Background: an optimization exercise with open tools, aiming at small area. Do not read the settings as production practice. The RTL was checked by simulation tests, not by an equivalence proof against the original design.

Setup of the previous run:
==> flow/design.v <==
module EggTimer(CLOCK_50, KEY, SW, HEX3, HEX2, HEX1, HEX0, LEDR);
	input CLOCK_50;
	input [2:0] KEY;
	input [7:0] SW;
	output [6:0] HEX3;
	output [6:0] HEX2;
	output [6:0] HEX1;
	output [6:0] HEX0;
	output [9:0] LEDR;
	wire clk = CLOCK_50;
	wire reset = ~KEY[0];
	wire set = ~KEY[1];
	wire startStop = ~KEY[2];
	reg [13:0] ca;
	reg ba;
	wire fa = ca[13] ^ (~ca[12] & ca[7]);
	wire lastA = (~ca[13] & ~ca[12] & ~ca[11] & ~ca[10] & ca[9] & ~ca[8] & ~ca[7] & ca[6] & ca[5] & ~ca[4] & ~ca[3] & ca[2] & ca[1] & ca[0]);   
	wire prevA = (ca[13] & ca[12] & ca[11] & ca[10] & ca[9] & ~ca[8] & ca[7] & ca[6] & ~ca[5] & ~ca[4] & ca[3] & ca[2] & ~ca[1] & ~ca[0]);   
	wire step = lastA & ~ba;    
	wire pre = prevA & ~ba;     
	always @(posedge clk) begin
		ca <= (reset | lastA) ? 14'd0 : {~ca[12:0], fa};
		ba <= ~reset & (ba ^ lastA);
	end
	reg [13:0] cb;
	reg bb;
	wire fb = cb[13] ^ (~cb[12] & cb[7]);
	wire lastB = (~cb[13] & ~cb[12] & ~cb[11] & ~cb[10] & ~cb[9] & ~cb[8] & cb[7] & ~cb[6] & ~cb[5] & ~cb[4] & ~cb[3] & ~cb[2] & cb[1] & cb[0]);   
	always @(posedge clk) begin
		cb <= (reset | lastB) ? 14'd0 : {~cb[12:0], fb};
		bb <= ~reset & (bb ^ lastB);
	end
	reg [3:0] so, mo;
	reg [2:0] st, mt;
	wire zso = (so == 4'd0);
	wire zst = (st == 3'd0);
	wire zmo = (mo == 4'd0);
	wire zmt = (mt == 3'd0);
	wire flat = zso & zst & zmo & zmt;
	reg [2:0] state;
	localparam SS = 3'd1;
	localparam SM1 = 3'd6;
	localparam SM = 3'd2;
	localparam SM0 = 3'd0;
	localparam W = 3'd3;
	localparam R = 3'd4;
	localparam F = 3'd5;
	wire isSS = state == SS, isSM = state == SM, isSM0 = state == SM0, isSM1 = state == SM1;
	wire isW = state == W, isR = state == R, isF = state == F;
	reg [2:0] nstate;
	always @(*) begin
		case (state)
			SS: nstate = set ? (pre ? SM0 : SM1) : SS;
			SM1: nstate = set ? W : (pre ? SM0 : SM);
			SM, SM0: nstate = set ? W : SM;
			W: nstate = startStop ? R : W;
			R: nstate = startStop ? W : (flat ? F : R);
			F: nstate = F;
			default: nstate = SS;
		endcase
	end
	always @(posedge clk) state <= reset ? SS : nstate;
	reg [3:0] cO; reg [2:0] cT;
	always @(*) begin
		case (SW[3:0])
			4'd0: cO = 4'd0;
			4'd1: cO = 4'd1;
			4'd2: cO = 4'd2;
			4'd3: cO = 4'd3;
			4'd4: cO = 4'd4;
			4'd5: cO = 4'd5;
			4'd6: cO = 4'd6;
			4'd7: cO = 4'd7;
			4'd8: cO = 4'd8;
			4'd9: cO = 4'd9;
			4'd10: cO = 4'd9;
			4'd11: cO = 4'd9;
			4'd12: cO = 4'd9;
			4'd13: cO = 4'd9;
			4'd14: cO = 4'd9;
			4'd15: cO = 4'd9;
		endcase
		case (SW[7:4])
			4'd0: cT = 3'd0;
			4'd1: cT = 3'd1;
			4'd2: cT = 3'd2;
			4'd3: cT = 3'd3;
			4'd4: cT = 3'd4;
			4'd5: cT = 3'd5;
			4'd6: cT = 3'd5;
			4'd7: cT = 3'd5;
			4'd8: cT = 3'd5;
			4'd9: cT = 3'd5;
			4'd10: cT = 3'd5;
			4'd11: cT = 3'd5;
			4'd12: cT = 3'd5;
			4'd13: cT = 3'd5;
			4'd14: cT = 3'd5;
			4'd15: cT = 3'd5;
		endcase
	end
	reg [6:0] lo, hi;
	wire [6:0] c = {cT, cO};
	wire shift = isSS | isSM1 | isSM0;
	wire hold = pre & (isSM | isSM1);
	always @(posedge clk) begin
		if (shift) lo <= hi;
		if (!hold) hi <= c;
	end
	wire [3:0] dso;
	assign dso[0] = (~so[0]);
	assign dso[1] = (~so[0] & so[3]) | (so[0] & so[1]) | (~so[0] & ~so[1] & so[2]);
	assign dso[2] = (~so[0] & so[3]) | (so[0] & so[2]) | (so[1] & so[2]);
	assign dso[3] = (~so[0] & ~so[1] & ~so[2] & ~so[3]) | (so[0] & so[3]);
	wire [2:0] dst;
	assign dst[0] = (~st[0]);
	assign dst[1] = (st[0] & st[1]) | (~st[0] & st[2]);
	assign dst[2] = (~st[0] & ~st[1] & ~st[2]) | (st[0] & st[2]);
	wire [3:0] dmo;
	assign dmo[0] = (~mo[0]);
	assign dmo[1] = (~mo[0] & mo[3]) | (mo[0] & mo[1]) | (~mo[0] & ~mo[1] & mo[2]);
	assign dmo[2] = (~mo[0] & mo[3]) | (mo[0] & mo[2]) | (mo[1] & mo[2]);
	assign dmo[3] = (~mo[0] & ~mo[1] & ~mo[2] & ~mo[3]) | (mo[0] & mo[3]);
	wire [2:0] dmt;
	assign dmt[0] = (~mt[0]);
	assign dmt[1] = (mt[0] & mt[1]) | (~mt[0] & mt[2]);
	assign dmt[2] = (~mt[0] & ~mt[1] & ~mt[2]) | (mt[0] & mt[2]);
	wire load = step & (isSS | isSM | isSM0);
	wire dec = step & isR & ~flat;
	wire [6:0] zhi = {3'd0, 4'd0};
	wire [6:0] ldhi = (isSM) ? hi : zhi;
	always @(posedge clk) begin
		if (reset) begin
			so <= 4'd0; st <= 3'd0; mo <= 4'd0; mt <= 3'd0;
		end else if (load) begin
			{st, so} <= lo; {mt, mo} <= ldhi;
		end else if (dec) begin
			so <= dso;
			if (zso) st <= dst;
			if (zso & zst) mo <= dmo;
			if (zso & zst & zmo) mt <= dmt;
		end
	end
	reg led;
	always @(posedge clk) led <= isF & bb;
	assign LEDR = {10{led}};
	assign HEX0[0] = (so[0] & ~so[1] & ~so[2] & ~so[3]) | (~so[0] & ~so[1] & so[2]);
	assign HEX0[1] = (so[0] & ~so[1] & so[2]) | (~so[0] & so[1] & so[2]);
	assign HEX0[2] = (~so[0] & so[1] & ~so[2]);
	assign HEX0[3] = (so[0] & ~so[1] & ~so[2]) | (~so[0] & ~so[1] & so[2]) | (so[0] & so[1] & so[2]);
	assign HEX0[4] = (so[0]) | (~so[1] & so[2]);
	assign HEX0[5] = (so[0] & ~so[2] & ~so[3]) | (so[1] & ~so[2]) | (so[0] & so[1]);
	assign HEX0[6] = (~so[1] & ~so[2] & ~so[3]) | (so[0] & so[1] & so[2]);
	assign HEX1[0] = (st[0] & ~st[1] & ~st[2]) | (~st[0] & st[2]);
	assign HEX1[1] = (st[0] & st[2]);
	assign HEX1[2] = (~st[0] & st[1]);
	assign HEX1[3] = (st[0] & ~st[1] & ~st[2]) | (~st[0] & st[2]);
	assign HEX1[4] = (st[0]) | (st[2]);
	assign HEX1[5] = (st[0] & ~st[2]) | (st[1]);
	assign HEX1[6] = (~st[1] & ~st[2]);
	assign HEX2[0] = (mo[0] & ~mo[1] & ~mo[2] & ~mo[3]) | (~mo[0] & ~mo[1] & mo[2]);
	assign HEX2[1] = (mo[0] & ~mo[1] & mo[2]) | (~mo[0] & mo[1] & mo[2]);
	assign HEX2[2] = (~mo[0] & mo[1] & ~mo[2]);
	assign HEX2[3] = (mo[0] & ~mo[1] & ~mo[2]) | (~mo[0] & ~mo[1] & mo[2]) | (mo[0] & mo[1] & mo[2]);
	assign HEX2[4] = (mo[0]) | (~mo[1] & mo[2]);
	assign HEX2[5] = (mo[0] & ~mo[2] & ~mo[3]) | (mo[1] & ~mo[2]) | (mo[0] & mo[1]);
	assign HEX2[6] = (~mo[1] & ~mo[2] & ~mo[3]) | (mo[0] & mo[1] & mo[2]);
	assign HEX3[0] = (mt[0] & ~mt[1] & ~mt[2]) | (~mt[0] & mt[2]);
	assign HEX3[1] = (mt[0] & mt[2]);
	assign HEX3[2] = (~mt[0] & mt[1]);
	assign HEX3[3] = (mt[0] & ~mt[1] & ~mt[2]) | (~mt[0] & mt[2]);
	assign HEX3[4] = (mt[0]) | (mt[2]);
	assign HEX3[5] = (mt[0] & ~mt[2]) | (mt[1]);
	assign HEX3[6] = (~mt[1] & ~mt[2]);
endmodule
Settings: LEC_CHECK=0, CAP_MARGIN=20, CORE_MARGIN=2, CORE_UTILIZATION=40, CTS_BUF_LIST=sky130_fd_sc_hd__clkbuf_4, SLEW_MARGIN=20; clock period 20.0 ns.
run.sh (not shown) runs the stock make flow with config.mk's settings and CLKGATE_MAP_FILE= SYNTH_SCRIPT=/design/flow/synth_recipe.tcl, a recipe that flattens the netlist after the stock synthesis.
## Diff of input files: the current run against the previous run
Settings: CTS_BUF_LIST no longer set, was sky130_fd_sc_hd__clkbuf_4.
==> flow/flow/run.sh (new file) <==
#!/bin/bash
# Own layout flow: the standard layout (standard.sh, unchanged synthesis)
# with two changes: the port buffers use the smallest buffer cell, and clock
# tree synthesis uses small clock buffers and inserts no dummy loads.
# Every tool's output goes to a log file in this folder (standard_flow.log,
# and ORFS's per-step logs under orfs/logs/).
set -euo pipefail
export BUFFER_PORTS_ARGS="-buffer_cell sky130_fd_sc_hd__buf_1"
export CTS_ARGS="-sink_clustering_enable -repair_clock_nets -dont_use_dummy_load -buf_list sky130_fd_sc_hd__clkbuf_4"
bash standard.sh finish > standard_flow.log 2>&1
==> flow/standard.sh (new file) <==
#!/bin/bash
# synth_recipe.tcl (not shown) runs the flow's synth.tcl, then flattens the netlist and writes it again
# the make line also repeats each setting of config.mk as NAME=value (left out here)
make -C /OpenROAD-flow-scripts/flow DESIGN_CONFIG=/design/flow/config.mk WORK_HOME=/design/flow/orfs CLKGATE_MAP_FILE= SYNTH_SCRIPT=/design/flow/synth_recipe.tcl "${@:-finish}"
removed: flow/run.sh
[summary]
Against the previous run, the current run comes in 0.13 ns higher on register-to-register setup slack.
Summary of the current run over the previous run: routed metal-1 wire length down about 0.37%, cell area after layout down 11%, met2 track demand over resource in global routing down 0.62 points.

[static timing again, ports no longer ideal]
The results above use ideal ports. As a check the final layouts listed here were re-extracted and re-timed, cells and wires unchanged. Step 1 (the two cells are an assumption about what drives the block):
set clk [get_ports {CLOCK_50}]
set_driving_cell -lib_cell sky130_fd_sc_hd__clkbuf_16 $clk
set_driving_cell -lib_cell sky130_fd_sc_hd__buf_2 [delete_from_list [all_inputs] $clk]
Step 2 also shifts input and output timing later by t, the mid clock arrival at the registers, as if the neighbouring blocks saw the same clock. Slacks: no drivers / after step 1 / after step 2; pairs: no drivers / after step 1.
run	t, ns	setup slack, ns	worst hold slack (ns)	worst setup path after step 2	latest minus earliest clock arrival (ns)
the previous run	0.412	14.080 / 14.052 / 14.152	0.408 / 0.408 / 0.408	input to register	0.012 / 0.013
the current run	0.400	14.459 / 14.432 / 14.530	0.410 / 0.410 / 0.410	input to register	0.020 / 0.020
After both steps setup and hold are still met in every run listed.
